Source: an optimization exercise on an open RTL-to-GDS flow (aim: small area and a short achievable clock period). Production flows keep margins and buffers that such runs may drop.
Where RTL was checked, it was by simulation tests only, not by an equivalence proof against the original.
Power and IR drop assume default switching activity.

Setup of run A:
==> flow/design.v (excerpt) <==
module wallace_mul(input [15:0] a, input [15:0] b, output [32:0] out, input clk);
==> flow/config.mk <==
export PLATFORM = sky130hd
export DESIGN_NAME = wallace_mul
export DESIGN_NICKNAME = wallace_mul
export VERILOG_FILES = /design/flow/design.v
export SDC_FILE = /design/flow/constraint.sdc
export NUM_CORES = 4
export LEC_CHECK = 0
export CAP_MARGIN = 20
export CORE_MARGIN = 2
export CORE_UTILIZATION = 40
export CTS_BUF_LIST = sky130_fd_sc_hd__clkbuf_16
export CTS_CLUSTER_DIAMETER = 80
export CTS_CLUSTER_SIZE = 30
export PLACE_DENSITY = 0.6
export SETUP_SLACK_MARGIN = 2.5
export SLEW_MARGIN = 20
export SYNTH_HIERARCHICAL = 1
export SYNTH_MINIMUM_KEEP_SIZE = 0
==> flow/constraint.sdc <==
create_clock -name core_clock -period 4.4 [get_ports {clk}]
set_input_delay 0.8800 -clock core_clock [delete_from_list [all_inputs] [get_ports {clk}]]
set_output_delay 0.8800 -clock core_clock [all_outputs]
set_load 0.01 [all_outputs]
run.sh (not shown) runs the stock make flow with config.mk's settings and CLKGATE_MAP_FILE= SYNTH_SCRIPT=/design/flow/synth_recipe.tcl, a recipe that flattens the netlist after the stock synthesis.
Input changes introduced in run B (baseline for comparison: run A):
--- a/flow/design.v
+++ b/flow/design.v
@@ -487,26 +487,30 @@
   wire s122, c122;
   wire s123, c123;
   wire s124, c124;
   wire s125, c125;
   wire s126, c126;
   wire s127, c127;
   wire s128, c128;
   wire s129, c129;
   wire s130, c130;
   wire s131, c131;
   wire s132, c132;
-  wire [13:0] lx = {c115, c114, c113, c112, c111, c110, c109, c108, s108, q3_s88, q3_s52, q3_q2_s1, q3_q2_pp_0_1, q3_q2_pp_0_0};
-  wire [13:0] ly = {s116, s115, s114, s113, s112, s111, s110, s109, 1'b0, 1'b0, 1'b0, 1'b0, 1'b0, q3_q2_rneg1_0};
-  wire [14:0] lsum = lx + ly;
-  reg [14:0] lo4;
+  wire [11:0] lx = {c113, c112, c111, c110, c109, c108, s108, q3_s88, q3_s52, q3_q2_s1, q3_q2_pp_0_1, q3_q2_pp_0_0};
+  wire [11:0] ly = {s114, s113, s112, s111, s110, s109, 1'b0, 1'b0, 1'b0, 1'b0, 1'b0, q3_q2_rneg1_0};
+  wire [12:0] lsum = lx + ly;
+  reg [12:0] lo4;
+  reg q4_c114;
+  reg q4_s115;
+  reg q4_c115;
+  reg q4_s116;
   reg q4_c116;
   reg q4_s117;
   reg q4_c117;
   reg q4_s118;
   reg q4_c118;
   reg q4_s119;
   reg q4_c119;
   reg q4_s120;
   reg q4_c120;
   reg q4_s121;
   reg q4_c121;
@@ -526,26 +530,26 @@
   reg q4_c128;
   reg q4_s129;
   reg q4_c129;
   reg q4_s130;
   reg q4_c130;
   reg q4_s131;
   reg q4_c131;
   reg q4_q3_s107;
   reg q4_s132;
   reg q4_c132;
   reg q4_q3_s87;
-  wire [17:0] hx = {q4_c132, q4_s132, q4_c131, q4_c130, q4_c129, q4_c128, q4_c127, q4_c126, q4_c125, q4_c124, q4_c123, q4_c122, q4_c121, q4_c120, q4_c119, q4_c118, q4_c117, q4_c116};
-  wire [17:0] hy = {q4_q3_s87, 1'b0, q4_q3_s107, q4_s131, q4_s130, q4_s129, q4_s128, q4_s127, q4_s126, q4_s125, q4_s124, q4_s123, q4_s122, q4_s121, q4_s120, q4_s119, q4_s118, q4_s117};
-  wire [18:0] hsum = {hx, lo4[14]} + {hy, lo4[14]};
-  wire [32:0] fs = {1'b0, hsum[18:1], lo4[13:0]};
+  wire [19:0] hx = {q4_c132, q4_s132, q4_c131, q4_c130, q4_c129, q4_c128, q4_c127, q4_c126, q4_c125, q4_c124, q4_c123, q4_c122, q4_c121, q4_c120, q4_c119, q4_c118, q4_c117, q4_c116, q4_c115, q4_c114};
+  wire [19:0] hy = {q4_q3_s87, 1'b0, q4_q3_s107, q4_s131, q4_s130, q4_s129, q4_s128, q4_s127, q4_s126, q4_s125, q4_s124, q4_s123, q4_s122, q4_s121, q4_s120, q4_s119, q4_s118, q4_s117, q4_s116, q4_s115};
+  wire [20:0] hsum = {hx, lo4[12]} + {hy, lo4[12]};
+  wire [32:0] fs = {1'b0, hsum[20:1], lo4[11:0]};
   reg [31:0] p5;
   reg [31:0] p6;
   reg [31:0] p7;
   always @(posedge clk) ra1 <= a;
   assign e_neg[0] = bx[1];
   assign e_one[0] = bx[0] ^ bl[0];
   assign e_two[0] = (bx[1] & ~bx[0] & ~bl[0]) | (~bx[1] & bx[0] & bl[0]);
   assign e_neg[1] = bx[3];
   assign e_one[1] = bx[2] ^ bl[2];
   assign e_two[1] = (bx[3] & ~bx[2] & ~bl[2]) | (~bx[3] & bx[2] & bl[2]);
   assign e_neg[2] = bx[5];
@@ -901,22 +905,26 @@
   csa_fa u_s123(.x(q3_c99), .y(q3_s100), .z(q3_s76), .s(s123), .c(c123));
   csa_fa u_s124(.x(q3_c100), .y(q3_s101), .z(q3_s78), .s(s124), .c(c124));
   csa_fa u_s125(.x(q3_c101), .y(q3_s102), .z(q3_s80), .s(s125), .c(c125));
   csa_fa u_s126(.x(q3_c102), .y(q3_s103), .z(q3_q2_s43), .s(s126), .c(c126));
   csa_ha u_s127(.x(q3_c103), .y(q3_s104), .s(s127), .c(c127));
   csa_fa u_s128(.x(q3_c104), .y(q3_s105), .z(q3_q2_pp_8_9), .s(s128), .c(c128));
   csa_ha u_s129(.x(q3_c105), .y(q3_s106), .s(s129), .c(c129));
   csa_fa u_s130(.x(q3_c106), .y(q3_c84), .z(q3_s85), .s(s130), .c(c130));
   csa_ha u_s131(.x(q3_c85), .y(q3_s86), .s(s131), .c(c131));
   csa_fa u_s132(.x(q3_c107), .y(q3_q2_c50), .z(q3_q2_s51), .s(s132), .c(c132));
   always @(posedge clk) lo4 <= lsum;
+  always @(posedge clk) q4_c114 <= c114;
+  always @(posedge clk) q4_s115 <= s115;
+  always @(posedge clk) q4_c115 <= c115;
+  always @(posedge clk) q4_s116 <= s116;
   always @(posedge clk) q4_c116 <= c116;
   always @(posedge clk) q4_s117 <= s117;
   always @(posedge clk) q4_c117 <= c117;
   always @(posedge clk) q4_s118 <= s118;
   always @(posedge clk) q4_c118 <= c118;
   always @(posedge clk) q4_s119 <= s119;
   always @(posedge clk) q4_c119 <= c119;
   always @(posedge clk) q4_s120 <= s120;
   always @(posedge clk) q4_c120 <= c120;
   always @(posedge clk) q4_s121 <= s121;
   always @(posedge clk) q4_c121 <= c121;
==> run notes <==
- Slew of the pin with the lowest slew margin (lower): run B
- On post-place instance area, run A and run B are basically level.
- Going from run A to run B, synthesis-stage register bit count grew slightly.
- Relative to run A, sequential share of layout area increased by 0.76 points in run B.
- Sort run A and run B by power, descending, and run A comes first.
- On internal portion of total power, the higher figure sits with run A, not run B.
- Via count of the routed design went down slightly going from run A to run B.
- Run B vs. run A: routed wire length went up 0.63%, xor/xnor share of the synthesized area held.
- CTS clock-pin slew for the worst setup and hold paths essentially unchanged between run B and run A.
- Higher met2 usage in global routing among run A and run B: run B
- In terms of complex-gate fraction of the synthesized area, run B and run A differ only marginally.
- Against run A, run B reports a post-layout worst setup margin that is higher.
- Run A -> run B: synthesized cell count increased slightly
For run A, only the layout was checked, not whether the RTL still works.

========
== main ==
wallace_mul, a different RTL version from the one above (not shown whole).
Size: roughly 1100 cells after synthesis, about 390 flip-flops, about 66 I/O pins, roughly 14000 µm² of cells after synthesis.
export LEC_CHECK = 0
export CAP_MARGIN = 20
export CORE_MARGIN = 2
export CORE_UTILIZATION = 40
export CTS_BUF_LIST = sky130_fd_sc_hd__clkbuf_16
export CTS_CLUSTER_DIAMETER = 80
export CTS_CLUSTER_SIZE = 30
export PLACE_DENSITY = 0.6
export SETUP_SLACK_MARGIN = 2.5
export SLEW_MARGIN = 20
export SYNTH_HIERARCHICAL = 1
export SYNTH_MINIMUM_KEEP_SIZE = 0
create_clock -name core_clock -period 4.4 [get_ports {clk}]
Inputs modified between main and the feature branch:
--- a/flow/design.v
+++ b/flow/design.v
@@ -490,24 +490,22 @@
   wire s117, c117;
   wire s118, c118;
   wire s119, c119;
   wire s120, c120;
   wire s121, c121;
   wire s122, c122;
   wire s123, c123;
   wire s124, c124;
   wire s125, c125;
-  wire [11:0] lx = {s107, c106, s106, q3_c86, q3_s86, q3_c51, q3_s51, q3_q2_c1, q3_q2_s1, q3_q2_pp_0_2, q3_q2_nc_0, q3_q2_pp_0_0};
-  wire [11:0] ly = {1'b0, q3_s88, 1'b0, q3_s87, 1'b0, q3_s52, 1'b0, q3_q2_s2, 1'b0, q3_q2_pp_1_0, q3_q2_pp_0_1, 1'b0};
-  wire [12:0] lsum = lx + ly;
-  reg [12:0] lo4;
-  reg q4_c107;
-  reg q4_s108;
+  wire [12:0] lx = {c107, s107, c106, s106, q3_c86, q3_s86, q3_c51, q3_s51, q3_q2_c1, q3_q2_s1, q3_q2_pp_0_2, q3_q2_nc_0, q3_q2_pp_0_0};
+  wire [12:0] ly = {s108, 1'b0, q3_s88, 1'b0, q3_s87, 1'b0, q3_s52, 1'b0, q3_q2_s2, 1'b0, q3_q2_pp_1_0, q3_q2_pp_0_1, 1'b0};
+  wire [13:0] lsum = lx + ly;
+  reg [13:0] lo4;
   reg q4_c108;
   reg q4_s109;
   reg q4_c109;
   reg q4_s110;
   reg q4_c110;
   reg q4_s111;
   reg q4_c111;
   reg q4_s112;
   reg q4_c112;
@@ -533,22 +531,22 @@
   reg q4_c122;
   reg q4_s123;
   reg q4_c123;
   reg q4_s124;
   reg q4_c124;
   reg q4_q3_s105;
   reg q4_s125;
   reg q4_c125;
   reg q4_q3_s85;
-  wire [19:0] hx = {q4_c125, q4_s125, q4_c124, q4_c123, q4_c122, q4_c121, q4_c120, q4_c119, q4_c118, q4_c117, q4_c116, q4_c115, q4_c114, q4_c113, q4_c112, q4_c111, q4_c110, q4_c109, q4_c108, q4_c107};
-  wire [19:0] hy = {q4_q3_s85, 1'b0, q4_q3_s105, q4_s124, q4_s123, q4_s122, q4_s121, q4_s120, q4_s119, q4_s118, q4_s117, q4_s116, q4_s115, q4_s114, q4_s113, q4_s112, q4_s111, q4_s110, q4_s109, q4_s108};
-  wire [20:0] hsum = {hx, lo4[12]} + {hy, lo4[12]};
-  wire [32:0] fs = {1'b0, hsum[20:1], lo4[11:0]};
+  wire [18:0] hx = {q4_c125, q4_s125, q4_c124, q4_c123, q4_c122, q4_c121, q4_c120, q4_c119, q4_c118, q4_c117, q4_c116, q4_c115, q4_c114, q4_c113, q4_c112, q4_c111, q4_c110, q4_c109, q4_c108};
+  wire [18:0] hy = {q4_q3_s85, 1'b0, q4_q3_s105, q4_s124, q4_s123, q4_s122, q4_s121, q4_s120, q4_s119, q4_s118, q4_s117, q4_s116, q4_s115, q4_s114, q4_s113, q4_s112, q4_s111, q4_s110, q4_s109};
+  wire [19:0] hsum = {hx, lo4[13]} + {hy, lo4[13]};
+  wire [32:0] fs = {1'b0, hsum[19:1], lo4[12:0]};
   reg [31:0] p5;
   reg [31:0] p6;
   reg [31:0] p7;
   always @(posedge clk) ra1 <= a;
   assign e_neg[0] = bx[1];
   assign e_one[0] = bx[0] ^ bl[0];
   assign e_two[0] = (bx[1] & ~bx[0] & ~bl[0]) | (~bx[1] & bx[0] & bl[0]);
   assign e_neg[1] = bx[3];
   assign e_one[1] = bx[2] ^ bl[2];
@@ -901,20 +899,18 @@
   csa_fa u_s118(.x(q3_c99), .y(q3_s100), .z(q3_s78), .s(s118), .c(c118));
   csa_fa u_s119(.x(q3_c100), .y(q3_s101), .z(q3_q2_s42), .s(s119), .c(c119));
   csa_ha u_s120(.x(q3_c101), .y(q3_s102), .s(s120), .c(c120));
   csa_fa u_s121(.x(q3_c102), .y(q3_s103), .z(q3_q2_pp_8_9), .s(s121), .c(c121));
   csa_ha u_s122(.x(q3_c103), .y(q3_s104), .s(s122), .c(c122));
   csa_fa u_s123(.x(q3_c104), .y(q3_c82), .z(q3_s83), .s(s123), .c(c123));
   csa_ha u_s124(.x(q3_c83), .y(q3_s84), .s(s124), .c(c124));
   csa_fa u_s125(.x(q3_c105), .y(q3_q2_c49), .z(q3_q2_s50), .s(s125), .c(c125));
   always @(posedge clk) lo4 <= lsum;
-  always @(posedge clk) q4_c107 <= c107;
-  always @(posedge clk) q4_s108 <= s108;
   always @(posedge clk) q4_c108 <= c108;
   always @(posedge clk) q4_s109 <= s109;
   always @(posedge clk) q4_c109 <= c109;
   always @(posedge clk) q4_s110 <= s110;
   always @(posedge clk) q4_c110 <= c110;
   always @(posedge clk) q4_s111 <= s111;
   always @(posedge clk) q4_c111 <= c111;
   always @(posedge clk) q4_s112 <= s112;
   always @(posedge clk) q4_c112 <= c112;
Findings:
Relative to main, the final cycle utilization of the critical path of the feature branch is higher by 0.20 points. Summary of the comparison: mean routed wirelength per cell is lower in the feature branch, relative to main. Of the two values seen for timing endpoint of the critical path, q2_s14 was produced by the feature branch and p5[28] by main. Sum of internal, switching and leakage power, the feature branch vs main: up slightly. The feature branch: number of placed instances with taps included is 10 higher than what main reported. Compared with main, final non-filler cell area in the feature branch increased slightly. Per the comparison of the feature branch with main, register fraction of the total cell area lost 0.28 points; wire length now sits at about the same level. main -> the feature branch: switching power share of the total flat. Comparing final core utilization for the feature branch and main, the smaller number came from main. Re count of clock-buffer cells in the layout: no difference whatsoever between the feature branch and main. Setup slack of the critical path after layout is lower on the feature branch.
For the feature branch, only the layout was checked, not whether the RTL still works.

[separate check: timing with driven ports]
The flow's constraints put no driver on any port. The routed layouts listed below were extracted and timed again, unchanged, in two steps.
Step 1 assumes that a clkbuf_16 drives the clock port and a buf_2 every other input.
Step 2, shift: input delay + t, output delay - t, t = (earliest + latest rising clock arrival at the registers) / 2. This alone moves slack from input paths to output paths.
a / b / c = ideal ports / drivers / drivers and shift; a / b = the first two.
| run | t (ns) | slack for setup (ns) | worst data-port slew with drivers (ns) |
|---|---|---|---|
| run A | 0.574 | 2.115 / 2.115 / 2.115 | 0.05 |
| run B | 0.579 | 2.518 / 2.491 / 2.518 | 0.03 |
| main | 0.569 | 2.547 / 2.501 / 2.547 | 0.03 |
| the feature branch | 0.567 | 2.538 / 2.503 / 2.538 | 0.04 |
After both steps every run listed still meets setup and hold.
